This is an optimization exercise on Yosys and OpenROAD, whose aim is small area, not a production implementation.
RTL that was checked went through simulation tests only; none was proved equivalent to the original.
The flow treats the clock pin as an ideal source. Dropping or thinning the clock tree relies on that and would not hold on a real chip.
Power is estimated from default activity; no workload was simulated.

Setup of lane 1:
## collision_avoidance_car
module collision_avoidance_car (
    input wire clk,
    input wire rst,
    input wire front_obstacle_detected,
    input wire left_obstacle_detected,
    input wire right_obstacle_detected,
    input wire front_obstacle_slow,
    input wire lane_clear_left,
    input wire lane_clear_right,
    input wire destination_reached,
    input wire [1:0] speed_limit_zone,
    output wire [1:0] acceleration,
    output wire [1:0] steering,
    output wire [1:0] indicators,
    output reg  [7:0] current_speed_out,
    output reg  [31:0] distance_travelled_out,
    output wire [31:0] total_power_consumed_out
);
    reg [1:0] front_cnt;
    reg       left_h1, left_h2;      
    reg       right_h1, right_h2;
    reg       lcl_ok, lcr_ok;
    reg       slow_r, dest_r;
    reg [1:0] zone_r;
    always @(posedge clk or posedge rst) begin
        if (rst) begin
            front_cnt <= 2'd0;
            left_h1   <= 1'b0;
            right_h1  <= 1'b0;
            dest_r    <= 1'b0;
        end else begin
            front_cnt[1] <= front_obstacle_detected & (front_cnt[1] | front_cnt[0]);
            front_cnt[0] <= front_obstacle_detected & (front_cnt[1] | ~front_cnt[0]);
            left_h1   <= left_obstacle_detected;
            right_h1  <= right_obstacle_detected;
            dest_r    <= destination_reached;
        end
    end
    always @(posedge clk) begin
        left_h2   <= left_obstacle_detected & left_h1;
        right_h2  <= right_obstacle_detected & right_h1;
        lcl_ok    <= lane_clear_left  & ~(left_obstacle_detected  & left_h2);
        lcr_ok    <= lane_clear_right & ~(right_obstacle_detected & right_h2);
        slow_r    <= front_obstacle_slow;
        zone_r    <= speed_limit_zone;
    end
    wire pf = front_cnt[1] & front_cnt[0];
    localparam [2:0] X_IDLE  = 3'd0,
                     X_ACC   = 3'd1,
                     X_CRU   = 3'd2,
                     X_DEC   = 3'd3,
                     X_AVOID = 3'd4,
                     X_STOP  = 3'd5,
                     X_LEFT  = 3'd6,
                     X_RIGHT = 3'd7;
    reg a1, a0;
    reg [2:0] x;
    assign acceleration = {a1, a0};
    wire xl      = (x == X_LEFT);
    wire xr      = (x == X_RIGHT);
    wire sd      = xl | xr;
    wire ind_on  = a1 | a0;
    assign indicators = {ind_on & xr, ind_on & xl};
    assign steering   = {a1 & xr, a1 & xl};
  ...
==> flow/config.mk <==
export PLATFORM = sky130hd
export DESIGN_NAME = collision_avoidance_car
export DESIGN_NICKNAME = collision_avoidance_car
export VERILOG_FILES = /design/flow/design.v
export SDC_FILE = /design/flow/constraint.sdc
export NUM_CORES = 4
export LEC_CHECK = 0
export CAP_MARGIN = 20
export CORE_MARGIN = 2
export CORE_UTILIZATION = 70
export SLEW_MARGIN = 20
export SYNTH_HIERARCHICAL = 1
==> flow/constraint.sdc <==
create_clock -name core_clock -period 9.0 [get_ports {clk}]
set_input_delay 1.8000 -clock core_clock [delete_from_list [all_inputs] [get_ports {clk}]]
set_output_delay 1.8000 -clock core_clock [all_outputs]
set_load 0.01 [all_outputs]
standard.sh (not shown) runs the stock make flow with config.mk's settings and CLKGATE_MAP_FILE= SYNTH_SCRIPT=/design/flow/synth_recipe.tcl, a recipe that flattens the netlist after the stock synthesis.
==> flow/flow/run.sh <==
#!/bin/bash
# The standard layout with three changes:
#  1. after the standard synthesis (unchanged), flow/reabc.sh re-maps the combinational
#     logic for area; registers and full adders keep their instances, names and cells;
#  2. port buffers are buf_1;
#  3. the clock tree is built by flow/mycts.tcl in place of ORFS's cts step: the clock
#     port drives 3 clkbuf_16, each at the centre of its group of flip-flops (balanced k-means groups).
# Logs: standard_*.log, reabc.log, mycts.log here, and each tool's log in orfs/logs.
set -euo pipefail
here=$(pwd)
B="BUFFER_PORTS_ARGS=-buffer_cell sky130_fd_sc_hd__buf_1"
R=orfs/results/sky130hd/collision_avoidance_car/base
bash standard.sh "$B" synth > standard_synth.log 2>&1
cp $R/1_2_yosys.v $R/1_2_yosys_standard.v
bash flow/reabc.sh $here/$R/1_2_yosys_standard.v $here/$R/1_2_yosys.v > reabc.log 2>&1
rm -f $R/1_synth.odb $R/1_synth.sdc
bash standard.sh "$B" place > standard_place.log 2>&1
bash standard.sh "$B" run RUN_SCRIPT=$here/flow/mycts.tcl RUN_LOG_NAME_STEM=4_1_cts \
  MY_CTS_BUF=sky130_fd_sc_hd__clkbuf_16 MY_CTS_GROUPS=3 > mycts.log 2>&1
bash standard.sh "$B" finish > standard_finish.log 2>&1
Other scripts of this flow, unchanged in this note and not shown: flow/flow/mycts.tcl, flow/flow/reabc.sh
Lane 1 finished all stages; the layout is clean.
### lane 1 -> lane 2
- CORE_UTILIZATION: 70 -> 40
==> run notes <==
From lane 1 to lane 2 the numbers moved as follows: first-iteration DRC count has increased, total power shows a reduction of 26 µW, critical path depth went down by 1, hold slack rose by 0.013 ns. Area of all placed cells without fillers of lane 2 exceeds that of lane 1 slightly. The length of routed met3 wiring reported for lane 2 is greater than that of lane 1 by 85 µm.
No run of this note takes its clock network from TritonCTS; it comes from the design's own scripts or RTL.

========
main:
Another version of the RTL of collision_avoidance_car (not shown whole).
Size: roughly 340 cells after synthesis, ~91 flip-flops.
Settings: LEC_CHECK=0, CAP_MARGIN=20, CORE_MARGIN=2, CORE_UTILIZATION=40, SLEW_MARGIN=20, SYNTH_HIERARCHICAL=1; clock period 9.0 ns.
==> flow/flow/run.sh <==
#!/bin/bash
# The standard layout, with small port buffers and a small clock tree without dummy loads.
set -euo pipefail
bash standard.sh \
  "BUFFER_PORTS_ARGS=-buffer_cell sky130_fd_sc_hd__buf_1" \
  "CTS_ARGS=-sink_clustering_enable -repair_clock_nets -dont_use_dummy_load -buf_list sky130_fd_sc_hd__clkbuf_8 -sink_clustering_size 40 -sink_clustering_max_diameter 200" \
  finish > standard.log 2>&1
The final layout from main, which completed every stage, passed the timing, design-rule and antenna checks at the end of the flow.
Modified inputs, the feature branch compared to main
==> flow/run.sh (new file) <==
#!/bin/bash
# synth_recipe.tcl (not shown) runs the flow's synth.tcl, then flattens the netlist and writes it again
# the make line also repeats each setting of config.mk as NAME=value (left out here)
make -C /OpenROAD-flow-scripts/flow DESIGN_CONFIG=/design/flow/config.mk WORK_HOME=/design/flow/orfs CLKGATE_MAP_FILE= SYNTH_SCRIPT=/design/flow/synth_recipe.tcl finish
removed: flow/flow/run.sh
removed: flow/standard.sh
## What came out
When the final numbers for main and the feature branch were put side by side, the actual transition at the worst max-transition pin turned out to be smaller in the feature branch.
Met1 routed wirelength after detailed routing, main and the feature branch: smaller value in main
Looking only at met3 usage, and setting everything else aside, the lower value of main and the feature branch goes to main.
The feature branch against main; cell count is up slightly.
Going from main to the feature branch, routed wire length moved up; total chip power moved up.
Comparing main and the feature branch, layout clock buffer count is higher on the feature branch.
No run of this note included a check of the RTL's function; only the layout flow was run.

========
Starting RTL as in the previous note.
Settings: LEC_CHECK=0, CAP_MARGIN=20, CORE_MARGIN=2, CORE_UTILIZATION=40, SLEW_MARGIN=20, SYNTH_HIERARCHICAL=1; clock period 9.0 ns.
==> flow/flow/run.sh <==
#!/bin/bash
# The standard layout, with small port buffers and a small clock tree without dummy loads.
set -euo pipefail
bash standard.sh \
  "BUFFER_PORTS_ARGS=-buffer_cell sky130_fd_sc_hd__buf_1" \
  "CTS_ARGS=-repair_clock_nets -dont_use_dummy_load -buf_list sky130_fd_sc_hd__clkbuf_8 -root_buf sky130_fd_sc_hd__clkbuf_16" \
  finish > standard.log 2>&1
Then changed:
==> flow/flow/run.sh (replaced) <==
#!/bin/bash
# The standard layout, with small port buffers and a clock tree without dummy loads.
set -euo pipefail
bash standard.sh \
  "BUFFER_PORTS_ARGS=-buffer_cell sky130_fd_sc_hd__buf_1" \
  "CTS_ARGS=-sink_clustering_enable -repair_clock_nets -dont_use_dummy_load" \
  finish > standard.log 2>&1
Setup slack does not change.
Cell area is unchanged.
Hold slack is unchanged.
Sequential share of layout area is unchanged.
Die area does not change.
Critical path depth stays the same.
No functional check of the RTL was part of any run of this note.

-- port drivers added, routing unchanged --
In the flow no input, the clock included, has a driving cell. The finished layouts below were timed again as built, in two steps.
Step 1 assumes that a clkbuf_16 drives the clock port and a buf_2 every other input.
Step 2 also shifts input and output timing later by t, the mid clock arrival at the registers, as if the neighbouring blocks saw the same clock.
Three values: no drivers, after step 1, after step 2; two values: the first two.
run | shift t [ns] | setup WS [ns] | worst slew at a driven data input, ns | cell pins on the clock port's net
lane 1 | 0.229 | 0.470 / 0.470 / 0.470 | 0.04 | 3
lane 2 | 0.229 | 0.653 / 0.653 / 0.653 | 0.04 | 3
main | 0.393 | 0.895 / 0.895 / 0.895 | 0.04 | 1
the feature branch | 0.376 | 0.926 / 0.926 / 0.926 | 0.04 | 1
the first run of note 3 | 0.375 | 0.896 / 0.896 / 0.896 | 0.05 | 1
the second run of note 3 | 0.375 | 0.896 / 0.896 / 0.896 | 0.05 | 1
After both steps setup and hold are still met in every run listed.
